This is an optimization exercise on Yosys and OpenROAD, whose aim is small area, a short achievable clock period and few clock cycles per item, not a production implementation.
No run shown here included a check of the RTL's function; only the layout flow was run.

## flow/design.v (module list and top-level ports; edited modules follow where they fit)
// module Exp: 28 lines
// module sq32: 743 lines
// module mul32: 812 lines
// module fa: 4 lines
// module ha: 4 lines
module Exp(
    input clk,
    input rst,
    input [31:0] x,
    input [31:0] n,
    output [31:0] res,
    output done
);
  // ...
==> flow/flow/run.sh <==
#!/bin/bash
# The standard layout, with plain buffers (instead of the resizer's default
# pick) on the ports.
set -euo pipefail
export BUFFER_PORTS_ARGS="-buffer_cell sky130_fd_sc_hd__buf_1"
bash standard.sh > orfs_make.log 2>&1
==> flow/standard.sh <==
#!/bin/bash
# synth_recipe.tcl (not shown) runs the flow's synth.tcl, then flattens the netlist and writes it again
# the make line also repeats each setting of config.mk as NAME=value (left out here)
make -C /OpenROAD-flow-scripts/flow DESIGN_CONFIG=/design/flow/config.mk WORK_HOME=/design/flow/orfs CLKGATE_MAP_FILE= SYNTH_SCRIPT=/design/flow/synth_recipe.tcl "${@:-finish}"
==> flow/config.mk <==
export PLATFORM = sky130hd
export DESIGN_NAME = Exp
export DESIGN_NICKNAME = Exp
export VERILOG_FILES = /design/flow/design.v
export SDC_FILE = /design/flow/constraint.sdc
export NUM_CORES = 4
export LEC_CHECK = 0
export CAP_MARGIN = 20
export CORE_MARGIN = 2
export CORE_UTILIZATION = 45
export PLACE_DENSITY = 0.6
export SETUP_SLACK_MARGIN = 4.6
export SLEW_MARGIN = 20
export SYNTH_HIERARCHICAL = 1
==> flow/constraint.sdc <==
create_clock -name core_clock -period 10.0 [get_ports {clk}]
set_input_delay 2.0000 -clock core_clock [delete_from_list [all_inputs] [get_ports {clk}]]
set_output_delay 2.0000 -clock core_clock [all_outputs]
set_load 0.01 [all_outputs]
==> results_dict.tcl, run 1 <==
set metrics [dict create \
    routed.top_layer "met5" \
    fin_util 0.5113 \
    cp_max_fo 7 \
    core_area_um2 51300 \
    nMultiInputCombCells 2013 \
    critical_path.cell_chain "buf_12 -> nand2_4 -> fa_1 -> fa_1 -> fa_1 -> fa_2 -> fa_1 -> fa_1 -> ha_4 -> a21oi_4 -> and3b_1 -> nand2_1 -> mux2_4 -> and4_4 -> or2_4 -> inv_4 -> ha_4 -> nor2_1 -> a32o_1" \
    areaGrowthSynthToFinish_pct 12.33 \
    wl_per_cell_um 24.91 \
    top_usage_layer "met2" \
    die_h_um 231.8 \
    nFillCells 4659 \
    top_area_cell_class "multi-input combinational cells" \
    cp.arrival_ns 5.83 \
    status "complete, no violations" \
    layout.nets 2989 \
    clock_skew_ns 0.01039 \
    final_common_cell "fa_1" \
    whs_ns 0.4816 \
    ios 99 \
    worstHoldPathType "reg -> reg" \
    crit_path_end_kind "register" \
    rows 83 \
    wl_met2_um 37560 \
    most-common-layout-cells "fa_1, xnor2_1, nand2_1" \
    rsz0062_at_grt "yes" \
    track_usage 0.2883 \
    ctsHoldBuffers 0 \
    synth-warning-count 8 \
    nNonClkInverters 45 \
    r2r-end "neg[15]" \
    clock_area_frac 0.02204 \
    preCtsSetupSlack_ns 3.616 \
    grt_pass1_wl_um 118300 \
    grt_pass1_vias 19860 \
    critical_path.top_delay_family "adder cells" \
    tns_ns 0 \
    cp.depth 19 \
    fin_cells 3111 \
    io_buffers 98 \
]
==> module Exp, before the edit <==
module Exp(
    input clk,
    input rst,
    input [31:0] x,
    input [31:0] n,
    output [31:0] res,
    output done
);
    reg [31:0] b, r, m;
    reg [15:0] one, two, neg;
    wire [31:0] nb, pr;
    wire [47:0] nenc;
    sq32 u_sq (.a(b), .x(x), .rst(rst), .e0(n[0]), .e1(m[1]), .nb(nb), .nenc(nenc));
    mul32 u_mul (.a(r), .one(one), .two(two), .neg(neg), .y(pr));
    assign res = r;
    assign done = ~|m;
    always @(posedge clk) begin
        b <= nb;
        {one, two, neg} <= nenc;
        if (rst) begin
            r <= 32'd1;
            m <= n;
        end else begin
            r <= pr;
            m <= m >> 1;
        end
    end
endmodule
==> module sq32, before the edit <==
module sq32(
    input [31:0] a,
    input [31:0] x,
    input rst,
    input e0,
    input e1,
    output [31:0] nb,
    output [47:0] nenc
);
    wire [31:0] ra, rb, y;
    wire s1 = ~a[0];
    wire s2 = ~(a[0] & a[1]);
    wire s3 = ~(a[0] & a[2]);
    wire s4 = ~(a[0] & a[3]);
    wire s5 = ~(a[0] & a[4]);
    wire s6 = ~(a[0] & a[5]);
    wire s7 = ~(a[0] & a[6]);
    wire s8 = ~(a[0] & a[7]);
    wire s9 = ~(a[0] & a[8]);
    wire s10 = ~(a[0] & a[9]);
    wire s11 = ~(a[0] & a[10]);
    wire s12 = ~(a[0] & a[11]);
    wire s13 = ~(a[0] & a[12]);
    wire s14 = ~(a[0] & a[13]);
    wire s15 = ~(a[0] & a[14]);
    wire s16 = ~(a[0] & a[15]);
    wire s17 = ~(a[0] & a[16]);
    wire s18 = ~(a[0] & a[17]);
    wire s19 = ~(a[0] & a[18]);
    wire s20 = ~(a[0] & a[19]);
    wire s21 = ~(a[0] & a[20]);
    wire s22 = ~(a[0] & a[21]);
    wire s23 = ~(a[0] & a[22]);
    wire s24 = ~(a[0] & a[23]);
    wire s25 = ~(a[0] & a[24]);
    wire s26 = ~(a[0] & a[25]);
    wire s27 = ~(a[0] & a[26]);
    wire s28 = ~(a[0] & a[27]);
    wire s29 = ~(a[0] & a[28]);
    wire s30 = ~(a[0] & a[29]);
    wire s31 = ~(a[0] & a[30]);
    wire s32 = ~a[1];
    wire s33 = ~(a[1] & a[2]);
    wire s34 = ~(a[1] & a[3]);
    wire s35 = ~(a[1] & a[4]);
    wire s36 = ~(a[1] & a[5]);
    wire s37 = ~(a[1] & a[6]);
    wire s38 = ~(a[1] & a[7]);
    wire s39 = ~(a[1] & a[8]);
    wire s40 = ~(a[1] & a[9]);
    wire s41 = ~(a[1] & a[10]);
    wire s42 = ~(a[1] & a[11]);
    wire s43 = ~(a[1] & a[12]);
    wire s44 = ~(a[1] & a[13]);
    wire s45 = ~(a[1] & a[14]);
    wire s46 = ~(a[1] & a[15]);
    wire s47 = ~(a[1] & a[16]);
    wire s48 = ~(a[1] & a[17]);
    wire s49 = ~(a[1] & a[18]);
    wire s50 = ~(a[1] & a[19]);
    wire s51 = ~(a[1] & a[20]);
    wire s52 = ~(a[1] & a[21]);
    wire s53 = ~(a[1] & a[22]);
    wire s54 = ~(a[1] & a[23]);
    wire s55 = ~(a[1] & a[24]);
    wire s56 = ~(a[1] & a[25]);
    wire s57 = ~(a[1] & a[26]);
    wire s58 = ~(a[1] & a[27]);
    wire s59 = ~(a[1] & a[28]);
    wire s60 = ~(a[1] & a[29]);
    wire s61 = ~a[2];
    wire s62 = ~(a[2] & a[3]);
    wire s63 = ~(a[2] & a[4]);
    wire s64 = ~(a[2] & a[5]);
    wire s65 = ~(a[2] & a[6]);
    wire s66 = ~(a[2] & a[7]);
    wire s67 = ~(a[2] & a[8]);
    wire s68 = ~(a[2] & a[9]);
    wire s69 = ~(a[2] & a[10]);
    wire s70 = ~(a[2] & a[11]);
    wire s71 = ~(a[2] & a[12]);
    wire s72 = ~(a[2] & a[13]);
    wire s73 = ~(a[2] & a[14]);
    wire s74 = ~(a[2] & a[15]);
    wire s75 = ~(a[2] & a[16]);
    wire s76 = ~(a[2] & a[17]);
    wire s77 = ~(a[2] & a[18]);
    wire s78 = ~(a[2] & a[19]);
    wire s79 = ~(a[2] & a[20]);
    wire s80 = ~(a[2] & a[21]);
    wire s81 = ~(a[2] & a[22]);
    wire s82 = ~(a[2] & a[23]);
    wire s83 = ~(a[2] & a[24]);
    wire s84 = ~(a[2] & a[25]);
    wire s85 = ~(a[2] & a[26]);
    wire s86 = ~(a[2] & a[27]);
    wire s87 = ~(a[2] & a[28]);
    wire s88 = ~a[3];
    wire s89 = ~(a[3] & a[4]);
    wire s90 = ~(a[3] & a[5]);
    wire s91 = ~(a[3] & a[6]);
    wire s92 = ~(a[3] & a[7]);
    wire s93 = ~(a[3] & a[8]);
    wire s94 = ~(a[3] & a[9]);
    wire s95 = ~(a[3] & a[10]);
    wire s96 = ~(a[3] & a[11]);
    wire s97 = ~(a[3] & a[12]);
    wire s98 = ~(a[3] & a[13]);
    wire s99 = ~(a[3] & a[14]);
    wire s100 = ~(a[3] & a[15]);
    wire s101 = ~(a[3] & a[16]);
    wire s102 = ~(a[3] & a[17]);
    wire s103 = ~(a[3] & a[18]);
    wire s104 = ~(a[3] & a[19]);
    wire s105 = ~(a[3] & a[20]);
    wire s106 = ~(a[3] & a[21]);
    wire s107 = ~(a[3] & a[22]);
    wire s108 = ~(a[3] & a[23]);
    wire s109 = ~(a[3] & a[24]);
    wire s110 = ~(a[3] & a[25]);
    wire s111 = ~(a[3] & a[26]);
    wire s112 = ~(a[3] & a[27]);
    wire s113 = ~a[4];
    wire s114 = ~(a[4] & a[5]);
    wire s115 = ~(a[4] & a[6]);
    wire s116 = ~(a[4] & a[7]);
    wire s117 = ~(a[4] & a[8]);
    wire s118 = ~(a[4] & a[9]);
    wire s119 = ~(a[4] & a[10]);
    wire s120 = ~(a[4] & a[11]);
    wire s121 = ~(a[4] & a[12]);
    wire s122 = ~(a[4] & a[13]);
    wire s123 = ~(a[4] & a[14]);
    wire s124 = ~(a[4] & a[15]);
    wire s125 = ~(a[4] & a[16]);
    wire s126 = ~(a[4] & a[17]);
    wire s127 = ~(a[4] & a[18]);
    wire s128 = ~(a[4] & a[19]);
    wire s129 = ~(a[4] & a[20]);
    wire s130 = ~(a[4] & a[21]);
    wire s131 = ~(a[4] & a[22]);
    wire s132 = ~(a[4] & a[23]);
    wire s133 = ~(a[4] & a[24]);
    wire s134 = ~(a[4] & a[25]);
    wire s135 = ~(a[4] & a[26]);
    wire s136 = ~a[5];
    wire s137 = ~(a[5] & a[6]);
    wire s138 = ~(a[5] & a[7]);
    wire s139 = ~(a[5] & a[8]);
    wire s140 = ~(a[5] & a[9]);
    wire s141 = ~(a[5] & a[10]);
    wire s142 = ~(a[5] & a[11]);
    wire s143 = ~(a[5] & a[12]);
    wire s144 = ~(a[5] & a[13]);
    wire s145 = ~(a[5] & a[14]);
    wire s146 = ~(a[5] & a[15]);
    wire s147 = ~(a[5] & a[16]);
    wire s148 = ~(a[5] & a[17]);
    wire s149 = ~(a[5] & a[18]);
    wire s150 = ~(a[5] & a[19]);
    wire s151 = ~(a[5] & a[20]);
    wire s152 = ~(a[5] & a[21]);
    wire s153 = ~(a[5] & a[22]);
    wire s154 = ~(a[5] & a[23]);
    wire s155 = ~(a[5] & a[24]);
    wire s156 = ~(a[5] & a[25]);
    wire s157 = ~a[6];
    wire s158 = ~(a[6] & a[7]);
    wire s159 = ~(a[6] & a[8]);
    wire s160 = ~(a[6] & a[9]);
    wire s161 = ~(a[6] & a[10]);
    wire s162 = ~(a[6] & a[11]);
    wire s163 = ~(a[6] & a[12]);
    wire s164 = ~(a[6] & a[13]);
    wire s165 = ~(a[6] & a[14]);
    wire s166 = ~(a[6] & a[15]);
    wire s167 = ~(a[6] & a[16]);
    wire s168 = ~(a[6] & a[17]);
    wire s169 = ~(a[6] & a[18]);
    wire s170 = ~(a[6] & a[19]);
    wire s171 = ~(a[6] & a[20]);
    wire s172 = ~(a[6] & a[21]);
    wire s173 = ~(a[6] & a[22]);
    wire s174 = ~(a[6] & a[23]);
    wire s175 = ~(a[6] & a[24]);
    wire s176 = ~a[7];
    wire s177 = ~(a[7] & a[8]);
    wire s178 = ~(a[7] & a[9]);
    wire s179 = ~(a[7] & a[10]);
    wire s180 = ~(a[7] & a[11]);
    wire s181 = ~(a[7] & a[12]);
    wire s182 = ~(a[7] & a[13]);
    wire s183 = ~(a[7] & a[14]);
    wire s184 = ~(a[7] & a[15]);
    wire s185 = ~(a[7] & a[16]);
    wire s186 = ~(a[7] & a[17]);
    wire s187 = ~(a[7] & a[18]);
    wire s188 = ~(a[7] & a[19]);
    wire s189 = ~(a[7] & a[20]);
    wire s190 = ~(a[7] & a[21]);
    wire s191 = ~(a[7] & a[22]);
    wire s192 = ~(a[7] & a[23]);
    wire s193 = ~a[8];
    wire s194 = ~(a[8] & a[9]);
    wire s195 = ~(a[8] & a[10]);
    wire s196 = ~(a[8] & a[11]);
    wire s197 = ~(a[8] & a[12]);
    wire s198 = ~(a[8] & a[13]);
    wire s199 = ~(a[8] & a[14]);
    wire s200 = ~(a[8] & a[15]);
    wire s201 = ~(a[8] & a[16]);
    wire s202 = ~(a[8] & a[17]);
    wire s203 = ~(a[8] & a[18]);
    wire s204 = ~(a[8] & a[19]);
    wire s205 = ~(a[8] & a[20]);
    wire s206 = ~(a[8] & a[21]);
    wire s207 = ~(a[8] & a[22]);
    wire s208 = ~a[9];
    wire s209 = ~(a[9] & a[10]);
    wire s210 = ~(a[9] & a[11]);
    wire s211 = ~(a[9] & a[12]);
    wire s212 = ~(a[9] & a[13]);
    wire s213 = ~(a[9] & a[14]);
    wire s214 = ~(a[9] & a[15]);
    wire s215 = ~(a[9] & a[16]);
    wire s216 = ~(a[9] & a[17]);
    wire s217 = ~(a[9] & a[18]);
    wire s218 = ~(a[9] & a[19]);
    wire s219 = ~(a[9] & a[20]);
    wire s220 = ~(a[9] & a[21]);
    wire s221 = ~a[10];
    wire s222 = ~(a[10] & a[11]);
    wire s223 = ~(a[10] & a[12]);
    wire s224 = ~(a[10] & a[13]);
    wire s225 = ~(a[10] & a[14]);
    wire s226 = ~(a[10] & a[15]);
    wire s227 = ~(a[10] & a[16]);
    wire s228 = ~(a[10] & a[17]);
    wire s229 = ~(a[10] & a[18]);
    wire s230 = ~(a[10] & a[19]);
    wire s231 = ~(a[10] & a[20]);
    wire s232 = ~a[11];
    wire s233 = ~(a[11] & a[12]);
    wire s234 = ~(a[11] & a[13]);
    wire s235 = ~(a[11] & a[14]);
    wire s236 = ~(a[11] & a[15]);
    wire s237 = ~(a[11] & a[16]);
    wire s238 = ~(a[11] & a[17]);
    wire s239 = ~(a[11] & a[18]);
    wire s240 = ~(a[11] & a[19]);
    wire s241 = ~a[12];
    wire s242 = ~(a[12] & a[13]);
    wire s243 = ~(a[12] & a[14]);
    wire s244 = ~(a[12] & a[15]);
    wire s245 = ~(a[12] & a[16]);
    wire s246 = ~(a[12] & a[17]);
    wire s247 = ~(a[12] & a[18]);
    wire s248 = ~a[13];
    wire s249 = ~(a[13] & a[14]);
    wire s250 = ~(a[13] & a[15]);
    wire s251 = ~(a[13] & a[16]);
    wire s252 = ~(a[13] & a[17]);
    wire s253 = ~a[14];
    wire s254 = ~(a[14] & a[15]);
    wire s255 = ~(a[14] & a[16]);
    wire s256 = ~a[15];
    wire s257, s258;
    fa u_s257 (.a(s248), .b(s26), .c(1'b1), .s(s257), .co(s258));
    wire s259, s260;
    fa u_s259 (.a(s27), .b(s56), .c(1'b1), .s(s259), .co(s260));
    wire s261, s262;
    fa u_s261 (.a(s253), .b(s28), .c(s57), .s(s261), .co(s262));
    wire s263, s264;
    fa u_s263 (.a(s84), .b(s109), .c(1'b1), .s(s263), .co(s264));
    wire s265, s266;
    fa u_s265 (.a(s29), .b(s58), .c(s85), .s(s265), .co(s266));
    wire s267, s268;
    fa u_s267 (.a(s110), .b(s133), .c(1'b1), .s(s267), .co(s268));
    wire s269, s270;
    fa u_s269 (.a(s256), .b(s30), .c(s59), .s(s269), .co(s270));
    wire s271, s272;
    fa u_s271 (.a(s86), .b(s111), .c(s134), .s(s271), .co(s272));
    wire s273, s274;
    fa u_s273 (.a(s155), .b(s174), .c(1'b1), .s(s273), .co(s274));
    wire s275, s276;
    fa u_s275 (.a(s208), .b(s18), .c(1'b1), .s(s275), .co(s276));
    wire s277, s278;
    fa u_s277 (.a(s19), .b(s48), .c(1'b1), .s(s277), .co(s278));
    wire s279, s280;
    fa u_s279 (.a(s221), .b(s20), .c(s49), .s(s279), .co(s280));
    wire s281, s282;
    fa u_s281 (.a(s76), .b(s101), .c(1'b1), .s(s281), .co(s282));
    wire s283, s284;
    fa u_s283 (.a(s21), .b(s50), .c(s77), .s(s283), .co(s284));
    wire s285, s286;
    fa u_s285 (.a(s102), .b(s125), .c(1'b1), .s(s285), .co(s286));
    wire s287, s288;
    fa u_s287 (.a(s232), .b(s22), .c(s51), .s(s287), .co(s288));
    wire s289, s290;
    fa u_s289 (.a(s78), .b(s103), .c(s126), .s(s289), .co(s290));
    wire s291, s292;
    fa u_s291 (.a(s147), .b(s166), .c(1'b1), .s(s291), .co(s292));
    wire s293, s294;
    fa u_s293 (.a(s23), .b(s52), .c(s79), .s(s293), .co(s294));
    wire s295, s296;
    fa u_s295 (.a(s104), .b(s127), .c(s148), .s(s295), .co(s296));
    wire s297, s298;
    fa u_s297 (.a(s167), .b(s184), .c(1'b1), .s(s297), .co(s298));
    wire s299, s300;
    fa u_s299 (.a(s241), .b(s24), .c(s53), .s(s299), .co(s300));
    wire s301, s302;
    fa u_s301 (.a(s80), .b(s105), .c(s128), .s(s301), .co(s302));
    wire s303, s304;
    fa u_s303 (.a(s149), .b(s168), .c(s185), .s(s303), .co(s304));
    wire s305, s306;
    fa u_s305 (.a(s200), .b(s213), .c(1'b1), .s(s305), .co(s306));
    wire s307, s308;
    fa u_s307 (.a(s25), .b(s54), .c(s81), .s(s307), .co(s308));
    wire s309, s310;
    fa u_s309 (.a(s106), .b(s129), .c(s150), .s(s309), .co(s310));
    wire s311, s312;
    fa u_s311 (.a(s169), .b(s186), .c(s201), .s(s311), .co(s312));
    wire s313, s314;
    fa u_s313 (.a(s214), .b(s225), .c(1'b1), .s(s313), .co(s314));
    wire s315, s316;
    fa u_s315 (.a(s55), .b(s82), .c(s107), .s(s315), .co(s316));
    wire s317, s318;
    fa u_s317 (.a(s130), .b(s151), .c(s170), .s(s317), .co(s318));
    wire s319, s320;
    fa u_s319 (.a(s187), .b(s202), .c(s215), .s(s319), .co(s320));
    wire s321, s322;
    fa u_s321 (.a(s226), .b(s235), .c(s242), .s(s321), .co(s322));
    wire s323, s324;
    fa u_s323 (.a(s83), .b(s108), .c(s131), .s(s323), .co(s324));
    wire s325, s326;
    fa u_s325 (.a(s152), .b(s171), .c(s188), .s(s325), .co(s326));
    wire s327, s328;
    fa u_s327 (.a(s203), .b(s216), .c(s227), .s(s327), .co(s328));
    wire s329, s330;
    fa u_s329 (.a(s236), .b(s243), .c(s259), .s(s329), .co(s330));
    wire s331, s332;
    fa u_s331 (.a(s132), .b(s153), .c(s172), .s(s331), .co(s332));
    wire s333, s334;
    fa u_s333 (.a(s189), .b(s204), .c(s217), .s(s333), .co(s334));
    wire s335, s336;
    fa u_s335 (.a(s228), .b(s237), .c(s244), .s(s335), .co(s336));
    wire s337, s338;
    fa u_s337 (.a(s249), .b(s263), .c(s260), .s(s337), .co(s338));
    wire s339, s340;
    fa u_s339 (.a(s154), .b(s173), .c(s190), .s(s339), .co(s340));
    wire s341, s342;
    fa u_s341 (.a(s205), .b(s218), .c(s229), .s(s341), .co(s342));
    wire s343, s344;
    fa u_s343 (.a(s238), .b(s245), .c(s250), .s(s343), .co(s344));
    wire s345, s346;
    fa u_s345 (.a(s267), .b(s262), .c(s264), .s(s345), .co(s346));
    wire s347, s348;
    fa u_s347 (.a(s191), .b(s206), .c(s219), .s(s347), .co(s348));
    wire s349, s350;
    fa u_s349 (.a(s230), .b(s239), .c(s246), .s(s349), .co(s350));
    wire s351, s352;
    fa u_s351 (.a(s251), .b(s254), .c(s273), .s(s351), .co(s352));
    wire s353, s354;
    fa u_s353 (.a(s266), .b(s268), .c(s269), .s(s353), .co(s354));
    wire s355, s356;
    fa u_s355 (.a(s157), .b(s12), .c(1'b1), .s(s355), .co(s356));
    wire s357, s358;
    fa u_s357 (.a(s13), .b(s42), .c(1'b1), .s(s357), .co(s358));
    wire s359, s360;
    fa u_s359 (.a(s176), .b(s14), .c(s43), .s(s359), .co(s360));
    wire s361, s362;
    fa u_s361 (.a(s70), .b(s95), .c(1'b1), .s(s361), .co(s362));
    wire s363, s364;
    fa u_s363 (.a(s15), .b(s44), .c(s71), .s(s363), .co(s364));
    wire s365, s366;
    fa u_s365 (.a(s96), .b(s119), .c(1'b1), .s(s365), .co(s366));
    wire s367, s368;
    fa u_s367 (.a(s193), .b(s16), .c(s45), .s(s367), .co(s368));
    wire s369, s370;
    fa u_s369 (.a(s72), .b(s97), .c(s120), .s(s369), .co(s370));
    wire s371, s372;
    fa u_s371 (.a(s141), .b(s160), .c(1'b1), .s(s371), .co(s372));
    wire s373, s374;
    fa u_s373 (.a(s17), .b(s46), .c(s73), .s(s373), .co(s374));
    wire s375, s376;
    fa u_s375 (.a(s98), .b(s121), .c(s142), .s(s375), .co(s376));
    wire s377, s378;
    fa u_s377 (.a(s161), .b(s178), .c(1'b1), .s(s377), .co(s378));
    wire s379, s380;
    fa u_s379 (.a(s47), .b(s74), .c(s99), .s(s379), .co(s380));
    wire s381, s382;
    fa u_s381 (.a(s122), .b(s143), .c(s162), .s(s381), .co(s382));
    wire s383, s384;
    fa u_s383 (.a(s179), .b(s194), .c(s275), .s(s383), .co(s384));
    wire s385, s386;
    fa u_s385 (.a(s75), .b(s100), .c(s123), .s(s385), .co(s386));
    wire s387, s388;
    fa u_s387 (.a(s144), .b(s163), .c(s180), .s(s387), .co(s388));
    wire s389, s390;
    fa u_s389 (.a(s195), .b(s277), .c(s276), .s(s389), .co(s390));
    wire s391, s392;
    fa u_s391 (.a(s124), .b(s145), .c(s164), .s(s391), .co(s392));
    wire s393, s394;
    fa u_s393 (.a(s181), .b(s196), .c(s209), .s(s393), .co(s394));
    wire s395, s396;
    fa u_s395 (.a(s281), .b(s278), .c(s279), .s(s395), .co(s396));
    wire s397, s398;
    fa u_s397 (.a(s146), .b(s165), .c(s182), .s(s397), .co(s398));
    wire s399, s400;
    fa u_s399 (.a(s197), .b(s210), .c(s285), .s(s399), .co(s400));
    wire s401, s402;
    fa u_s401 (.a(s280), .b(s282), .c(s283), .s(s401), .co(s402));
    wire s403, s404;
    fa u_s403 (.a(s183), .b(s198), .c(s211), .s(s403), .co(s404));
    wire s405, s406;
    fa u_s405 (.a(s222), .b(s291), .c(s284), .s(s405), .co(s406));
    wire s407, s408;
    fa u_s407 (.a(s286), .b(s287), .c(s289), .s(s407), .co(s408));
    wire s409, s410;
    fa u_s409 (.a(s199), .b(s212), .c(s223), .s(s409), .co(s410));
    wire s411, s412;
    fa u_s411 (.a(s297), .b(s288), .c(s290), .s(s411), .co(s412));
    wire s413, s414;
    fa u_s413 (.a(s292), .b(s293), .c(s295), .s(s413), .co(s414));
    wire s415, s416;
    fa u_s415 (.a(s224), .b(s233), .c(s305), .s(s415), .co(s416));
    wire s417, s418;
    fa u_s417 (.a(s294), .b(s296), .c(s298), .s(s417), .co(s418));
    wire s419, s420;
    fa u_s419 (.a(s299), .b(s301), .c(s303), .s(s419), .co(s420));
    wire s421, s422;
    fa u_s421 (.a(s234), .b(s313), .c(s300), .s(s421), .co(s422));
    wire s423, s424;
    fa u_s423 (.a(s302), .b(s304), .c(s306), .s(s423), .co(s424));
    wire s425, s426;
    fa u_s425 (.a(s307), .b(s309), .c(s311), .s(s425), .co(s426));
    wire s427, s428;
    fa u_s427 (.a(s257), .b(s308), .c(s310), .s(s427), .co(s428));
    wire s429, s430;
    fa u_s429 (.a(s312), .b(s314), .c(s315), .s(s429), .co(s430));
    wire s431, s432;
    fa u_s431 (.a(s317), .b(s319), .c(s321), .s(s431), .co(s432));
    wire s433, s434;
    fa u_s433 (.a(s316), .b(s318), .c(s320), .s(s433), .co(s434));
    wire s435, s436;
    fa u_s435 (.a(s322), .b(s258), .c(s323), .s(s435), .co(s436));
    wire s437, s438;
    fa u_s437 (.a(s325), .b(s327), .c(s329), .s(s437), .co(s438));
    wire s439, s440;
    fa u_s439 (.a(s324), .b(s326), .c(s328), .s(s439), .co(s440));
    wire s441, s442;
    fa u_s441 (.a(s331), .b(s333), .c(s335), .s(s441), .co(s442));
    wire s443, s444;
    fa u_s443 (.a(s261), .b(s330), .c(s337), .s(s443), .co(s444));
    wire s445, s446;
    fa u_s445 (.a(s332), .b(s334), .c(s336), .s(s445), .co(s446));
    wire s447, s448;
    fa u_s447 (.a(s339), .b(s341), .c(s343), .s(s447), .co(s448));
    wire s449, s450;
    fa u_s449 (.a(s265), .b(s338), .c(s345), .s(s449), .co(s450));
    wire s451, s452;
    fa u_s451 (.a(s340), .b(s342), .c(s344), .s(s451), .co(s452));
    wire s453, s454;
    fa u_s453 (.a(s347), .b(s349), .c(s271), .s(s453), .co(s454));
    wire s455, s456;
    fa u_s455 (.a(s346), .b(s351), .c(s353), .s(s455), .co(s456));
    wire s457, s458;
    fa u_s457 (.a(s113), .b(s8), .c(1'b1), .s(s457), .co(s458));
    wire s459, s460;
    fa u_s459 (.a(s9), .b(s38), .c(1'b1), .s(s459), .co(s460));
    wire s461, s462;
    fa u_s461 (.a(s136), .b(s10), .c(s39), .s(s461), .co(s462));
    wire s463, s464;
    fa u_s463 (.a(s66), .b(s91), .c(1'b1), .s(s463), .co(s464));
    wire s465, s466;
    fa u_s465 (.a(s11), .b(s40), .c(s67), .s(s465), .co(s466));
    wire s467, s468;
    fa u_s467 (.a(s92), .b(s115), .c(1'b1), .s(s467), .co(s468));
    wire s469, s470;
    fa u_s469 (.a(s41), .b(s68), .c(s93), .s(s469), .co(s470));
    wire s471, s472;
    fa u_s471 (.a(s116), .b(s137), .c(s355), .s(s471), .co(s472));
    wire s473, s474;
    fa u_s473 (.a(s69), .b(s94), .c(s117), .s(s473), .co(s474));
    wire s475, s476;
    fa u_s475 (.a(s138), .b(s357), .c(s356), .s(s475), .co(s476));
    wire s477, s478;
    fa u_s477 (.a(s118), .b(s139), .c(s158), .s(s477), .co(s478));
    wire s479, s480;
    fa u_s479 (.a(s361), .b(s358), .c(s359), .s(s479), .co(s480));
    wire s481, s482;
    fa u_s481 (.a(s140), .b(s159), .c(s365), .s(s481), .co(s482));
    wire s483, s484;
    fa u_s483 (.a(s360), .b(s362), .c(s363), .s(s483), .co(s484));
    wire s485, s486;
    fa u_s485 (.a(s177), .b(s371), .c(s364), .s(s485), .co(s486));
    wire s487, s488;
    fa u_s487 (.a(s366), .b(s367), .c(s369), .s(s487), .co(s488));
    wire s489, s490;
    fa u_s489 (.a(s377), .b(s368), .c(s370), .s(s489), .co(s490));
    wire s491, s492;
    fa u_s491 (.a(s372), .b(s373), .c(s375), .s(s491), .co(s492));
    wire s493, s494;
    fa u_s493 (.a(s374), .b(s376), .c(s378), .s(s493), .co(s494));
    wire s495, s496;
    fa u_s495 (.a(s379), .b(s381), .c(s383), .s(s495), .co(s496));
    wire s497, s498;
    fa u_s497 (.a(s380), .b(s382), .c(s385), .s(s497), .co(s498));
    wire s499, s500;
    fa u_s499 (.a(s387), .b(s384), .c(s389), .s(s499), .co(s500));
    wire s501, s502;
    fa u_s501 (.a(s386), .b(s388), .c(s391), .s(s501), .co(s502));
    wire s503, s504;
    fa u_s503 (.a(s393), .b(s390), .c(s395), .s(s503), .co(s504));
    wire s505, s506;
    fa u_s505 (.a(s392), .b(s394), .c(s397), .s(s505), .co(s506));
    wire s507, s508;
    fa u_s507 (.a(s399), .b(s396), .c(s401), .s(s507), .co(s508));
    wire s509, s510;
    fa u_s509 (.a(s398), .b(s403), .c(s400), .s(s509), .co(s510));
    wire s511, s512;
    fa u_s511 (.a(s402), .b(s405), .c(s407), .s(s511), .co(s512));
    wire s513, s514;
    fa u_s513 (.a(s404), .b(s409), .c(s406), .s(s513), .co(s514));
    wire s515, s516;
    fa u_s515 (.a(s408), .b(s411), .c(s413), .s(s515), .co(s516));
    wire s517, s518;
    fa u_s517 (.a(s410), .b(s412), .c(s415), .s(s517), .co(s518));
    wire s519, s520;
    fa u_s519 (.a(s414), .b(s417), .c(s419), .s(s519), .co(s520));
    wire s521, s522;
    fa u_s521 (.a(s416), .b(s418), .c(s420), .s(s521), .co(s522));
    wire s523, s524;
    fa u_s523 (.a(s421), .b(s423), .c(s425), .s(s523), .co(s524));
    wire s525, s526;
    fa u_s525 (.a(s422), .b(s424), .c(s426), .s(s525), .co(s526));
    wire s527, s528;
    fa u_s527 (.a(s427), .b(s429), .c(s431), .s(s527), .co(s528));
    wire s529, s530;
    fa u_s529 (.a(s428), .b(s430), .c(s432), .s(s529), .co(s530));
    wire s531, s532;
    fa u_s531 (.a(s433), .b(s435), .c(s437), .s(s531), .co(s532));
    wire s533, s534;
    fa u_s533 (.a(s434), .b(s436), .c(s439), .s(s533), .co(s534));
    wire s535, s536;
    fa u_s535 (.a(s441), .b(s438), .c(s443), .s(s535), .co(s536));
    wire s537, s538;
    fa u_s537 (.a(s440), .b(s442), .c(s445), .s(s537), .co(s538));
    wire s539, s540;
    fa u_s539 (.a(s447), .b(s444), .c(s449), .s(s539), .co(s540));
    wire s541, s542;
    fa u_s541 (.a(s446), .b(s448), .c(s451), .s(s541), .co(s542));
    wire s543, s544;
    fa u_s543 (.a(s453), .b(s450), .c(s455), .s(s543), .co(s544));
    wire s545, s546;
    fa u_s545 (.a(s88), .b(s6), .c(1'b1), .s(s545), .co(s546));
    wire s547, s548;
    fa u_s547 (.a(s7), .b(s36), .c(1'b1), .s(s547), .co(s548));
    wire s549, s550;
    fa u_s549 (.a(s37), .b(s64), .c(s89), .s(s549), .co(s550));
    wire s551, s552;
    fa u_s551 (.a(s65), .b(s90), .c(s459), .s(s551), .co(s552));
    wire s553, s554;
    fa u_s553 (.a(s114), .b(s463), .c(s460), .s(s553), .co(s554));
    wire s555, s556;
    fa u_s555 (.a(s467), .b(s462), .c(s464), .s(s555), .co(s556));
    wire s557, s558;
    fa u_s557 (.a(s466), .b(s468), .c(s469), .s(s557), .co(s558));
    wire s559, s560;
    fa u_s559 (.a(s470), .b(s473), .c(s472), .s(s559), .co(s560));
    wire s561, s562;
    fa u_s561 (.a(s474), .b(s477), .c(s476), .s(s561), .co(s562));
    wire s563, s564;
    fa u_s563 (.a(s478), .b(s481), .c(s480), .s(s563), .co(s564));
    wire s565, s566;
    fa u_s565 (.a(s482), .b(s484), .c(s485), .s(s565), .co(s566));
    wire s567, s568;
    fa u_s567 (.a(s486), .b(s488), .c(s489), .s(s567), .co(s568));
    wire s569, s570;
    fa u_s569 (.a(s490), .b(s492), .c(s493), .s(s569), .co(s570));
    wire s571, s572;
    fa u_s571 (.a(s494), .b(s497), .c(s496), .s(s571), .co(s572));
    wire s573, s574;
    fa u_s573 (.a(s498), .b(s501), .c(s500), .s(s573), .co(s574));
    wire s575, s576;
    fa u_s575 (.a(s502), .b(s505), .c(s504), .s(s575), .co(s576));
    wire s577, s578;
    fa u_s577 (.a(s506), .b(s509), .c(s508), .s(s577), .co(s578));
    wire s579, s580;
    fa u_s579 (.a(s510), .b(s513), .c(s512), .s(s579), .co(s580));
    wire s581, s582;
    fa u_s581 (.a(s514), .b(s517), .c(s516), .s(s581), .co(s582));
    wire s583, s584;
    fa u_s583 (.a(s518), .b(s520), .c(s521), .s(s583), .co(s584));
    wire s585, s586;
    fa u_s585 (.a(s522), .b(s524), .c(s525), .s(s585), .co(s586));
    wire s587, s588;
    fa u_s587 (.a(s526), .b(s528), .c(s529), .s(s587), .co(s588));
    wire s589, s590;
    fa u_s589 (.a(s530), .b(s533), .c(s532), .s(s589), .co(s590));
    wire s591, s592;
    fa u_s591 (.a(s534), .b(s537), .c(s536), .s(s591), .co(s592));
    wire s593, s594;
    fa u_s593 (.a(s538), .b(s541), .c(s540), .s(s593), .co(s594));
    wire s595, s596;
    fa u_s595 (.a(s61), .b(s4), .c(1'b1), .s(s595), .co(s596));
    wire s597, s598;
    fa u_s597 (.a(s5), .b(s34), .c(1'b1), .s(s597), .co(s598));
    wire s599, s600;
    fa u_s599 (.a(s35), .b(s62), .c(s545), .s(s599), .co(s600));
    wire s601, s602;
    fa u_s601 (.a(s63), .b(s547), .c(s546), .s(s601), .co(s602));
    wire s603, s604;
    fa u_s603 (.a(s457), .b(s548), .c(s549), .s(s603), .co(s604));
    wire s605, s606;
    fa u_s605 (.a(s550), .b(s458), .c(s551), .s(s605), .co(s606));
    wire s607, s608;
    fa u_s607 (.a(s461), .b(s552), .c(s553), .s(s607), .co(s608));
    wire s609, s610;
    fa u_s609 (.a(s465), .b(s554), .c(s555), .s(s609), .co(s610));
    wire s611, s612;
    fa u_s611 (.a(s556), .b(s471), .c(s557), .s(s611), .co(s612));
    wire s613, s614;
    fa u_s613 (.a(s558), .b(s475), .c(s559), .s(s613), .co(s614));
    wire s615, s616;
    fa u_s615 (.a(s479), .b(s560), .c(s561), .s(s615), .co(s616));
    wire s617, s618;
    fa u_s617 (.a(s483), .b(s562), .c(s563), .s(s617), .co(s618));
    wire s619, s620;
    fa u_s619 (.a(s487), .b(s564), .c(s565), .s(s619), .co(s620));
    wire s621, s622;
    fa u_s621 (.a(s491), .b(s566), .c(s567), .s(s621), .co(s622));
    wire s623, s624;
    fa u_s623 (.a(s568), .b(s495), .c(s569), .s(s623), .co(s624));
    wire s625, s626;
    fa u_s625 (.a(s570), .b(s499), .c(s571), .s(s625), .co(s626));
    wire s627, s628;
    fa u_s627 (.a(s503), .b(s572), .c(s573), .s(s627), .co(s628));
    wire s629, s630;
    fa u_s629 (.a(s507), .b(s574), .c(s575), .s(s629), .co(s630));
    wire s631, s632;
    fa u_s631 (.a(s511), .b(s576), .c(s577), .s(s631), .co(s632));
    wire s633, s634;
    fa u_s633 (.a(s515), .b(s578), .c(s579), .s(s633), .co(s634));
    wire s635, s636;
    fa u_s635 (.a(s519), .b(s580), .c(s581), .s(s635), .co(s636));
    wire s637, s638;
    fa u_s637 (.a(s523), .b(s582), .c(s583), .s(s637), .co(s638));
    wire s639, s640;
    fa u_s639 (.a(s527), .b(s584), .c(s585), .s(s639), .co(s640));
    wire s641, s642;
    fa u_s641 (.a(s586), .b(s531), .c(s587), .s(s641), .co(s642));
    wire s643, s644;
    fa u_s643 (.a(s588), .b(s535), .c(s589), .s(s643), .co(s644));
    wire s645, s646;
    fa u_s645 (.a(s539), .b(s590), .c(s591), .s(s645), .co(s646));
    wire s647, s648;
    fa u_s647 (.a(s543), .b(s592), .c(s593), .s(s647), .co(s648));
    assign ra[0] = s1;
    assign rb[0] = 1'b1;
    assign ra[1] = 1'b1;
    assign rb[1] = 1'b1;
    assign ra[2] = s32;
    assign rb[2] = s2;
    assign ra[3] = s3;
    assign rb[3] = 1'b1;
    assign ra[4] = s595;
    assign rb[4] = s33;
    assign ra[5] = s596;
    assign rb[5] = s597;
    assign ra[6] = s598;
    assign rb[6] = s599;
    assign ra[7] = s600;
    assign rb[7] = s601;
    assign ra[8] = s602;
    assign rb[8] = s603;
    assign ra[9] = s604;
    assign rb[9] = s605;
    assign ra[10] = s606;
    assign rb[10] = s607;
    assign ra[11] = s608;
    assign rb[11] = s609;
    assign ra[12] = s610;
    assign rb[12] = s611;
    assign ra[13] = s612;
    assign rb[13] = s613;
    assign ra[14] = s614;
    assign rb[14] = s615;
    assign ra[15] = s616;
    assign rb[15] = s617;
    assign ra[16] = s618;
    assign rb[16] = s619;
    assign ra[17] = s620;
    assign rb[17] = s621;
    assign ra[18] = s622;
    assign rb[18] = s623;
    assign ra[19] = s624;
    assign rb[19] = s625;
    assign ra[20] = s626;
    assign rb[20] = s627;
    assign ra[21] = s628;
    assign rb[21] = s629;
    assign ra[22] = s630;
    assign rb[22] = s631;
    assign ra[23] = s632;
    assign rb[23] = s633;
    assign ra[24] = s634;
    assign rb[24] = s635;
    assign ra[25] = s636;
    assign rb[25] = s637;
    assign ra[26] = s638;
    assign rb[26] = s639;
    assign ra[27] = s640;
    assign rb[27] = s641;
    assign ra[28] = s642;
    assign rb[28] = s643;
    assign ra[29] = s644;
    assign rb[29] = s645;
    assign ra[30] = s646;
    assign rb[30] = s647;
    assign ra[31] = ~(~(s31 ^ s60 ^ s87 ^ s112 ^ s135 ^ s156 ^ s175 ^ s192 ^ s207 ^ s220 ^ s231 ^ s240 ^ s247 ^ s252 ^ s255 ^ s270 ^ s272 ^ s274 ^ s348 ^ s350 ^ s352 ^ s354 ^ s452 ^ s454 ^ s456 ^ s542 ^ s544 ^ s594 ^ s648));
    assign rb[31] = 1'b1;
    assign y = ~(ra + rb + 32'd1);
    function [47:0] booth_enc(input [31:0] v, input e);
        integer i;
        reg hi, mid, lo;
        reg [15:0] o, t, g;
        begin
            for (i = 0; i < 16; i = i + 1) begin
                hi = v[2*i+1];
                mid = v[2*i];
                lo = (i == 0) ? 1'b0 : v[2*i-1];
                o[i] = (mid ^ lo) & e;
                t[i] = ((hi & ~mid & ~lo) | (~hi & mid & lo)) & e;
                g[i] = hi & ~(mid & lo) & e;
            end
            o[0] = o[0] | ~e;
            booth_enc = {o, t, g};
        end
    endfunction
    assign nb = rst ? x : y;
    assign nenc = rst ? booth_enc(x, e0) : booth_enc(y, e1);
endmodule
==> run 2: changes to the inputs <==
--- a/flow/design.v
+++ b/flow/design.v
@@ -3,44 +3,57 @@
     input rst,
     input [31:0] x,
     input [31:0] n,
     output [31:0] res,
     output done
 );
     reg [31:0] b, r, m;
     reg [15:0] one, two, neg;
-    wire [31:0] nb, pr;
-    wire [47:0] nenc;
-    sq32 u_sq (.a(b), .x(x), .rst(rst), .e0(n[0]), .e1(m[1]), .nb(nb), .nenc(nenc));
+    wire [31:0] sq, pr;
+    sq32 u_sq (.a(b), .y(sq));
     mul32 u_mul (.a(r), .one(one), .two(two), .neg(neg), .y(pr));
+    function [47:0] booth_enc(input [31:0] v, input e);
+        integer i;
+        reg hi, mid, lo;
+        reg [15:0] o, t, g;
+        begin
+            for (i = 0; i < 16; i = i + 1) begin
+                hi = v[2*i+1];
+                mid = v[2*i];
+                lo = (i == 0) ? 1'b0 : v[2*i-1];
+                o[i] = (mid ^ lo) & e;
+                t[i] = ((hi & ~mid & ~lo) | (~hi & mid & lo)) & e;
+                g[i] = hi & ~(mid & lo) & e;
+            end
+            o[0] = o[0] | ~e;
+            booth_enc = {o, t, g};
+        end
+    endfunction
     assign res = r;
     assign done = ~|m;
     always @(posedge clk) begin
-        b <= nb;
-        {one, two, neg} <= nenc;
         if (rst) begin
+            b <= x;
             r <= 32'd1;
             m <= n;
+            {one, two, neg} <= booth_enc(x, n[0]);
         end else begin
+            b <= sq;
             r <= pr;
             m <= m >> 1;
+            {one, two, neg} <= booth_enc(sq, m[1]);
         end
     end
 endmodule
 module sq32(
     input [31:0] a,
-    input [31:0] x,
-    input rst,
-    input e0,
-    input e1,
-    output [31:0] nb,
-    output [47:0] nenc
+    output [31:0] y
 );
-    wire [31:0] ra, rb, y;
+    wire [31:0] ra, rb;
     wire s1 = ~a[0];
     wire s2 = ~(a[0] & a[1]);
     wire s3 = ~(a[0] & a[2]);
     wire s4 = ~(a[0] & a[3]);
     wire s5 = ~(a[0] & a[4]);
     wire s6 = ~(a[0] & a[5]);
     wire s7 = ~(a[0] & a[6]);
     wire s8 = ~(a[0] & a[7]);
@@ -741,38 +754,75 @@
     assign ra[27] = s640;
     assign rb[27] = s641;
     assign ra[28] = s642;
     assign rb[28] = s643;
     assign ra[29] = s644;
     assign rb[29] = s645;
     assign ra[30] = s646;
     assign rb[30] = s647;
-    assign ra[31] = ~(~(s31 ^ s60 ^ s87 ^ s112 ^ s135 ^ s156 ^ s175 ^ s192 ^ s207 ^ s220 ^ s231 ^ s240 ^ s247 ^ s252 ^ s255 ^ s270 ^ s272 ^ s274 ^ s348 ^ s350 ^ s352 ^ s354 ^ s452 ^ s454 ^ s456 ^ s542 ^ s544 ^ s594 ^ s648));
+    wire s649;
+    x2 u_s649 (.a(s31), .b(s60), .y(s649));
+    wire s650;
+    x2 u_s650 (.a(s87), .b(s112), .y(s650));
+    wire s651;
+    x2 u_s651 (.a(s135), .b(s156), .y(s651));
+    wire s652;
+    x2 u_s652 (.a(s175), .b(s192), .y(s652));
+    wire s653;
+    x2 u_s653 (.a(s207), .b(s220), .y(s653));
+    wire s654;
+    x2 u_s654 (.a(s231), .b(s240), .y(s654));
+    wire s655;
+    x2 u_s655 (.a(s247), .b(s252), .y(s655));
+    wire s656;
+    x2 u_s656 (.a(s255), .b(s649), .y(s656));
+    wire s657;
+    x2 u_s657 (.a(s650), .b(s651), .y(s657));
+    wire s658;
+    x2 u_s658 (.a(s652), .b(s653), .y(s658));
+    wire s659;
+    x2 u_s659 (.a(s654), .b(s655), .y(s659));
+    wire s660;
+    x2 u_s660 (.a(s270), .b(s272), .y(s660));
+    wire s661;
+    x2 u_s661 (.a(s274), .b(s348), .y(s661));
+    wire s662;
+    x2 u_s662 (.a(s350), .b(s656), .y(s662));
+    wire s663;
+    x2 u_s663 (.a(s657), .b(s658), .y(s663));
+    wire s664;
+    x2 u_s664 (.a(s659), .b(s660), .y(s664));
+    wire s665;
+    x2 u_s665 (.a(s661), .b(s662), .y(s665));
+    wire s666;
+    x2 u_s666 (.a(s663), .b(s352), .y(s666));
+    wire s667;
+    x2 u_s667 (.a(s452), .b(s664), .y(s667));
+    wire s668;
+    x2 u_s668 (.a(s354), .b(s454), .y(s668));
+    wire s669;
+    x2 u_s669 (.a(s665), .b(s666), .y(s669));
+    wire s670;
+    x2 u_s670 (.a(s667), .b(s668), .y(s670));
+    wire s671;
+    x2 u_s671 (.a(s669), .b(s542), .y(s671));
+    wire s672;
+    x2 u_s672 (.a(s456), .b(s670), .y(s672));
+    wire s673;
+    x2 u_s673 (.a(s671), .b(s672), .y(s673));
+    wire s674;
+    x2 u_s674 (.a(s673), .b(s544), .y(s674));
+    wire s675;
+    x2 u_s675 (.a(s674), .b(s594), .y(s675));
+    wire s676;
+    x2 u_s676 (.a(s675), .b(s648), .y(s676));
+    assign ra[31] = s676;
     assign rb[31] = 1'b1;
     assign y = ~(ra + rb + 32'd1);
-    function [47:0] booth_enc(input [31:0] v, input e);
-        integer i;
-        reg hi, mid, lo;
-        reg [15:0] o, t, g;
-        begin
-            for (i = 0; i < 16; i = i + 1) begin
-                hi = v[2*i+1];
-                mid = v[2*i];
-                lo = (i == 0) ? 1'b0 : v[2*i-1];
-                o[i] = (mid ^ lo) & e;
-                t[i] = ((hi & ~mid & ~lo) | (~hi & mid & lo)) & e;
-                g[i] = hi & ~(mid & lo) & e;
-            end
-            o[0] = o[0] | ~e;
-            booth_enc = {o, t, g};
-        end
-    endfunction
-    assign nb = rst ? x : y;
-    assign nenc = rst ? booth_enc(x, e0) : booth_enc(y, e1);
 endmodule
 module mul32(
     input [31:0] a,
     input [15:0] one,
     input [15:0] two,
     input [15:0] neg,
     output [31:0] y
 );
@@ -1572,20 +1622,83 @@
     assign ra[27] = m730;
     assign rb[27] = m731;
     assign ra[28] = m732;
     assign rb[28] = m733;
     assign ra[29] = m734;
     assign rb[29] = m735;
     assign ra[30] = m736;
     assign rb[30] = m737;
-    assign ra[31] = m32 ^ m63 ^ m92 ^ m119 ^ m144 ^ m167 ^ m188 ^ m207 ^ m224 ^ m239 ^ m252 ^ m263 ^ m272 ^ m279 ^ m284 ^ m287 ^ m314 ^ m316 ^ m318 ^ m320 ^ m410 ^ m412 ^ m414 ^ m416 ^ m526 ^ m528 ^ m530 ^ m624 ^ m626 ^ m680 ^ m738;
+    wire m739;
+    x2 u_m739 (.a(m32), .b(m63), .y(m739));
+    wire m740;
+    x2 u_m740 (.a(m92), .b(m119), .y(m740));
+    wire m741;
+    x2 u_m741 (.a(m144), .b(m167), .y(m741));
+    wire m742;
+    x2 u_m742 (.a(m188), .b(m207), .y(m742));
+    wire m743;
+    x2 u_m743 (.a(m224), .b(m239), .y(m743));
+    wire m744;
+    x2 u_m744 (.a(m252), .b(m263), .y(m744));
+    wire m745;
+    x2 u_m745 (.a(m272), .b(m279), .y(m745));
+    wire m746;
+    x2 u_m746 (.a(m284), .b(m287), .y(m746));
+    wire m747;
+    x2 u_m747 (.a(m739), .b(m740), .y(m747));
+    wire m748;
+    x2 u_m748 (.a(m741), .b(m742), .y(m748));
+    wire m749;
+    x2 u_m749 (.a(m743), .b(m744), .y(m749));
+    wire m750;
+    x2 u_m750 (.a(m745), .b(m746), .y(m750));
+    wire m751;
+    x2 u_m751 (.a(m314), .b(m316), .y(m751));
+    wire m752;
+    x2 u_m752 (.a(m318), .b(m320), .y(m752));
+    wire m753;
+    x2 u_m753 (.a(m410), .b(m412), .y(m753));
+    wire m754;
+    x2 u_m754 (.a(m747), .b(m748), .y(m754));
+    wire m755;
+    x2 u_m755 (.a(m749), .b(m750), .y(m755));
+    wire m756;
+    x2 u_m756 (.a(m751), .b(m752), .y(m756));
+    wire m757;
+    x2 u_m757 (.a(m753), .b(m754), .y(m757));
+    wire m758;
+    x2 u_m758 (.a(m755), .b(m414), .y(m758));
+    wire m759;
+    x2 u_m759 (.a(m756), .b(m416), .y(m759));
+    wire m760;
+    x2 u_m760 (.a(m526), .b(m757), .y(m760));
+    wire m761;
+    x2 u_m761 (.a(m758), .b(m759), .y(m761));
+    wire m762;
+    x2 u_m762 (.a(m760), .b(m528), .y(m762));
+    wire m763;
+    x2 u_m763 (.a(m530), .b(m761), .y(m763));
+    wire m764;
+    x2 u_m764 (.a(m762), .b(m763), .y(m764));
+    wire m765;
+    x2 u_m765 (.a(m624), .b(m626), .y(m765));
+    wire m766;
+    x2 u_m766 (.a(m764), .b(m765), .y(m766));
+    wire m767;
+    x2 u_m767 (.a(m680), .b(m766), .y(m767));
+    wire m768;
+    x2 u_m768 (.a(m767), .b(m738), .y(m768));
+    assign ra[31] = m768;
     assign rb[31] = 1'b0;
     assign y = ra + rb;
 endmodule
 module fa(input a, input b, input c, output s, output co);
     assign s = a ^ b ^ c;
     assign co = (a & b) | (a & c) | (b & c);
 endmodule
+module x2(input a, input b, output y);
+    assign y = a ^ b;
+endmodule
 module ha(input a, input b, output s, output co);
     assign s = a ^ b;
     assign co = a & b;
 endmodule
==> flow/config.mk (replaced) <==
export PLATFORM = sky130hd
export DESIGN_NAME = Exp
export DESIGN_NICKNAME = Exp
export VERILOG_FILES = /design/flow/design.v
export SDC_FILE = /design/flow/constraint.sdc
export NUM_CORES = 4
export LEC_CHECK = 0
export CAP_MARGIN = 20
export CORE_MARGIN = 2
export CORE_UTILIZATION = 45
export PLACE_DENSITY = 0.6
export SETUP_SLACK_MARGIN = 4
export SLEW_MARGIN = 20
export SYNTH_HIERARCHICAL = 1
==> results_dict.tcl, run 2 <==
set metrics [dict create \
    crit_start "b[1]" \
    critPathKind "reg -> reg" \
    crit_path_end_kind "register" \
    areaGrowthSynthToFinish_pct 6.113 \
    synth-warning-count 7 \
    rsz0062_at_grt "yes" \
    r2r-start "b[1]" \
    io_buffers 98 \
    avgSynthCellArea_um2 9.696 \
    cts_root_buf "clkbuf_16" \
    grt_pass1_wl_um 115600 \
    most-common-layout-cells "fa_1, nand2_1, xnor2_1" \
    startpoint_type "register" \
    tns_ns 0 \
    fmax_mhz 173.2 \
    grt_max_degree 55 \
    synth_cells 2432 \
    finalMaxSlewViolations 0 \
    cp.arrival_ns 6.15 \
    place.gp.congestion 0.9024 \
    antenna_found_initial 0 \
    cts-buffers-inserted 17 \
    drc_errors 0 \
    layout.nets 2974 \
    min_from "m[11]" \
    grt_pass1_vias 20150 \
    final_common_cell "fa_1" \
    htree_num_levels 4 \
    rows 83 \
    track_usage 0.2792 \
    fin_util 0.4858 \
    die_h_um 232.9 \
    cts_buffer_depth 2 \
    maxCapViolCount 0 \
    tritoncts "built" \
    slew-limit-headroom 0.3686 \
    clkSinkCount 143 \
    status "complete, no violations" \
    hpwl_um 52970 \
    vias_per_cell 6.044 \
    tightest_slew_ns 0.9458 \
    period_minus_slack_ns 5.773 \
    postCtsSetupBuffers 0 \
    vias 18690 \
    clock_skew_ns 0.02546 \
    grt_overflow 0 \
    setup_violations 0 \
    die_w_um 232.9 \
    required_ns 10.37 \
    drt_iter0_markers 1696 \
    wl_per_cell_um 23.79 \
    finalCritPeriodShare 0.5773 \
    largest_registers "m (32), r (32), b (31)" \
    ios 99 \
    die_area_um2 54250 \
    path_clk_slew_ns 0.07 \
    cp_max_fo 31 \
    detail-route-antenna-nets 0 \
    core_area_um2 51510 \
    routed_wl_um 73540 \
    synth_area_um2 23580 \
    insertion_delay_ns 0.50 \
    initial_core_util 0.4578 \
    hold_viol 0 \
    drive_above_1_share 0.07842 \
    worstHoldPathType "reg -> reg" \
    dr.pass1.iters 8 \
]
run 2: path summary, 6_finish.rpt:
path	end	slack (ns)	cells after the start
max	one[14]	4.23	17
min reg2reg	m[10]	0.49	1
max reg2reg	one[14]	4.23	17
min	m[10]	0.49	1
run 2: critical path: stages, from the launching register on:
cell and delay (ns):
dfxtp_1 0.37, buf_12 0.20, nand2_1 0.10, fa_1 0.55
fa_1 0.45, fa_1 0.40, fa_1 0.51, fa_1 0.41
ha_1 0.38, a21o_1 0.24, nor3b_1 0.22, o21ai_0 0.11
o21ai_0 0.16, o21ai_1 0.18, and4_1 0.24, or4_4 0.56
ha_1 0.32, a22o_1 0.21
run 2: cell type report:
| cell class | count | area (um2) |
|---|---|---|
| inverter | 49 | 183.9 |
| clock buffer | 17 | 425.4 |
| tap | 680 | 850.8 |
| multi-input combinational | 2048 | 19730 |
| sequential | 143 | 2917 |
| antenna | 2 | 5.005 |
| timing repair buffer | 138 | 716.9 |
| clock inverter | 15 | 188.9 |
| fill | 4892 | 26490 |
run 2: metrics by stage:
stage	instances	hold slack (ns)	worst slack [ns]	area, um2
after floorplan	2458	0.4581	4.264	23680
after global placement	3058	0.4635	3.824	24290
after detailed placement	3058	0.4718	3.811	24290
after CTS	3090	0.4894	3.998	24940
after global routing	3090	0.5096	3.972	25020
final	3092	0.4886	4.227	25020
run 2: what timing repair did:
action                                 in CTS  in global routing
pin swaps                                   0                  0
endpoints found under the hold margin       0                  0
setup endpoints to repair                  12                 24
gates resized for setup                    15                 35
hold buffers                                0                  0
run 2: per-layer routing:
metal  GRT usage  share of wire  vias to the layer above
li1            -              -                     8200
met1      0.3552           0.42                     9515
met2      0.4716           0.48                      815
met3     0.04975          0.070                      157
met4      0.1075          0.031                        0
met5           0              0                        -

## port drivers added, routing unchanged
In the flow no input, the clock included, has a driving cell. The finished layouts below were timed again as built, in two steps. Step 1 sets driving cells, clkbuf_16 on the clock port and buf_2 on the other inputs (assumed; they add their load-dependent delay and slew). Step 2 also shifts input and output timing later by t, the mid clock arrival at the registers, as if the neighbouring blocks saw the same clock. a / b / c = ideal ports / drivers / drivers and shift; a / b = the first two.
run	shift t [ns]	slack for setup (ns)	hold slack, ns
run 1	0.524	4.537 / 4.537 / 4.537	0.482 / 0.482 / 0.482
run 2	0.540	4.227 / 4.227 / 4.227	0.489 / 0.489 / 0.489
After both steps setup and hold are still met in every run listed.
